Context: an optimization exercise on an open-source flow, tuned for small area and a short achievable clock period. The choices shown serve that exercise and are no tape-out recipe. Function was checked by simulation only, so behaviour that the tests miss may differ from the original. Power figures rest on the tool's default switching activity, not on a simulated workload.

v47:
// glm_update_datapath
module glm_update_datapath
#(
    parameter VALUES_PER_LINE = 4
)
(
    input  logic clk,
    input  logic reset,
    input  logic trigger,
    input  logic [31:0] scalar,
    input  logic [32*VALUES_PER_LINE-1:0] vector,
    input  logic [32*VALUES_PER_LINE-1:0] model,
    output logic [32*VALUES_PER_LINE-1:0] result,
    output logic result_valid
);
    localparam LAT = 9;
    logic [LAT-1:0] valid;
    always_ff @(posedge clk)
    begin
        if (reset)
            valid <= '0;
        else
            valid <= {valid[LAT-2:0], trigger};
    end
    assign result_valid = valid[LAT-1];
    wire [25:0] bm = {2'b00, 1'b1, scalar[22:0]};
    logic [12:0] enc_one, enc_two, enc_neg;
    always_comb
    begin
        for (int j = 0; j < 13; j++)
        begin
            logic b1, b0, bl;
            b1 = bm[2*j+1];
            b0 = bm[2*j];
            bl = (j > 0) ? bm[2*j-1] : 1'b0;
            enc_one[j] = b0 ^ bl;
            enc_two[j] = (b1 & ~b0 & ~bl) | (~b1 & b0 & bl);
            enc_neg[j] = b1;
        end
    end
    logic [12:0] c0_one, c0_two, c0_neg;
    logic        c0_sa, c0_za, c0_ia, c0_na;
    logic [7:0]  c0_ea;
    always_ff @(posedge clk)
    begin
        c0_one <= enc_one;
        c0_two <= enc_two;
        c0_neg <= enc_neg;
        c0_sa  <= scalar[31];
        c0_ea  <= scalar[30:23];
        c0_za  <= (scalar[30:23] == 8'd0);
        c0_ia  <= (scalar[30:23] == 8'hFF) && (scalar[22:0] == 23'd0);
        c0_na  <= (scalar[30:23] == 8'hFF) && (scalar[22:0] != 23'd0);
    end
    genvar i;
    generate
        for (i = 0; i < VALUES_PER_LINE; i = i + 1)
        begin: gen_lane
            glm_update_lane lane (
                .clk(clk),
                .one(c0_one),
                .two(c0_two),
                .neg(c0_neg),
                .sa(c0_sa),
                .ea(c0_ea),
                .za(c0_za),
                .ia(c0_ia),
                .na(c0_na),
                .vector(vector[32*i +: 32]),
                .model(model[32*i +: 32]),
                .result(result[32*i +: 32]));
        end
    endgenerate
endmodule  
Settings: LEC_CHECK=0, CAP_MARGIN=20, CORE_MARGIN=2, CORE_UTILIZATION=55, SETUP_SLACK_MARGIN=5, SLEW_MARGIN=20; clock period 10.0 ns.
standard.sh (not shown) runs the stock make flow with config.mk's settings and CLKGATE_MAP_FILE= SYNTH_SCRIPT=/design/flow/synth_recipe.tcl, a recipe that flattens the netlist after the stock synthesis.
==> flow/flow/run.sh <==
#!/bin/bash
set -euo pipefail
MARGIN=${MARGIN:-6}
CTS="-sink_clustering_enable -repair_clock_nets -dont_use_dummy_load -buf_list sky130_fd_sc_hd__clkbuf_4"
sed -E "s/SETUP_SLACK_MARGIN=[0-9.]+/SETUP_SLACK_MARGIN=${MARGIN} CTS_ARGS='${CTS}'/" standard.sh > standard_margin.sh
bash standard_margin.sh > standard.log 2>&1
v47 was carried through to the last stage, and its layout satisfied the timing, design-rule and antenna checks.
Relative to v47, the following input files were edited for v11:
==> flow/flow/run.sh <==
#!/bin/bash
set -euo pipefail
MARGIN=${MARGIN:-6}
CTS="-sink_clustering_enable -repair_clock_nets -dont_use_dummy_load"
PORTS="-buffer_cell sky130_fd_sc_hd__buf_1"
sed -E "s/SETUP_SLACK_MARGIN=[0-9.]+/SETUP_SLACK_MARGIN=${MARGIN} CTS_ARGS='${CTS}' BUFFER_PORTS_ARGS='${PORTS}'/" standard.sh > standard_margin.sh
bash standard_margin.sh > standard.log 2>&1
==> notes.md <==
v11: full flow OK, the timing, design-rule and antenna checks passed. Relative to v47, v11 improves cell area. v11 reports its capture point of the critical path as gen_lane[3].lane.c1_x[32] while v47 reports gen_lane[2].lane.c1_x[31]. Delta (v11 minus v47): count of non-CTS buffers in the layout increased by about 1% relative to the old numbers, footprint of the flip-flops and latches level, number of buffers inserted to repair setup after CTS -about 7%, proportion of layout cells with a drive suffix above 1 now sits lower.
The inputs of v18 differ from those of v11 as listed below.
==> flow/flow/run.sh <==
#!/bin/bash
set -euo pipefail
MARGIN=${MARGIN:-6}
sed -E "s/SETUP_SLACK_MARGIN=[0-9.]+/SETUP_SLACK_MARGIN=${MARGIN}/" standard.sh > standard_margin.sh
bash standard_margin.sh > standard.log 2>&1
==> comparison <==
Of the two values seen for termination of the worst setup path, gen_lane[3].lane.c1_x[32] was produced by v11 and gen_lane[3].lane.c1_x[23] by v18. Relative to v11, total routed wirelength has gone down in v18. Multi-input logic area across v18 and v11: no real change. Remaining max-slew budget at the tightest pin (lower): v11. Portion of total power attributed to combinational logic: v18 and v11 compared, lower one is v18. Comparing v18 and v11, area added between synthesis and finish is higher on v18. When v18 is measured against v11, its total internal power turns out about 6.4% higher. Largest fanout on the critical path is lower on v11.
## Diff of input files: v8 against v18
==> flow/run.sh (new file) <==
#!/bin/bash
# synth_recipe.tcl (not shown) runs the flow's synth.tcl, then flattens the netlist and writes it again
# the make line also repeats each setting of config.mk as NAME=value (left out here)
make -C /OpenROAD-flow-scripts/flow DESIGN_CONFIG=/design/flow/config.mk WORK_HOME=/design/flow/orfs CLKGATE_MAP_FILE= SYNTH_SCRIPT=/design/flow/synth_recipe.tcl finish
removed: flow/flow/run.sh
removed: flow/standard.sh
## What came out
Re pre-CTS setup slack: v8 and v18 aren't equal, and the lower value belongs to v8. Compared with v18, v8 instantiates a smaller number of standard cells. On required time reported for the critical path endpoint, v18 tracks v8 almost exactly. Comparing v18 with v8, the worst max-slew margin expressed relative to the limit came out essentially unchanged. What v18 reported for routed wire length has to be multiplied by 0.945 to get the figure for v8. Power density over the cells: v8 higher than v18. met3 usage, v8 and v18, higher one = v18. Looking at endpoint of the most critical setup path, the gen_lane[3].lane.c1_x[23] result is from v18; the gen_lane[0].lane.c1_x[33] one comes from v8. On area taken by flip-flops and latches, v8 and v18 are basically level. Diff v18 -> v8: global-route usage fell by 1.2 points, clock insertion delay at the later pin of the skew report rose by 0.02 ns.

-- separate check: timing with driven ports --
Ports are ideal in the flow. The routed layouts listed here were re-timed in OpenROAD.
Step 1 (the two cells are an assumption about what drives the block):
set clk [get_ports {clk}]
set_driving_cell -lib_cell sky130_fd_sc_hd__clkbuf_16 $clk
set_driving_cell -lib_cell sky130_fd_sc_hd__buf_2 [delete_from_list [all_inputs] $clk]
Step 2 times the ports against the registers' clock, not the clock port: input delays grow and output delays shrink by t, the midpoint of the rising clock arrivals with the driver on.
a / b / c = ideal / step 1 / step 2; a / b = the first two.
run | shift t [ns] | setup slack, ns | pins driven straight from the clock port
v47 | 1.590 | 5.899 / 5.899 / 5.647 | 1
v11 | 0.988 | 5.914 / 5.914 / 5.914 | 1
v18 | 1.007 | 5.934 / 5.934 / 5.699 | 1
v8 | 1.002 | 5.002 / 5.002 / 5.002 | 1
After both steps every run listed still meets setup and hold. For v47, which loses most, drivers alone change the setup slack by 0.000 ns; drivers and shift together by -0.252 ns.
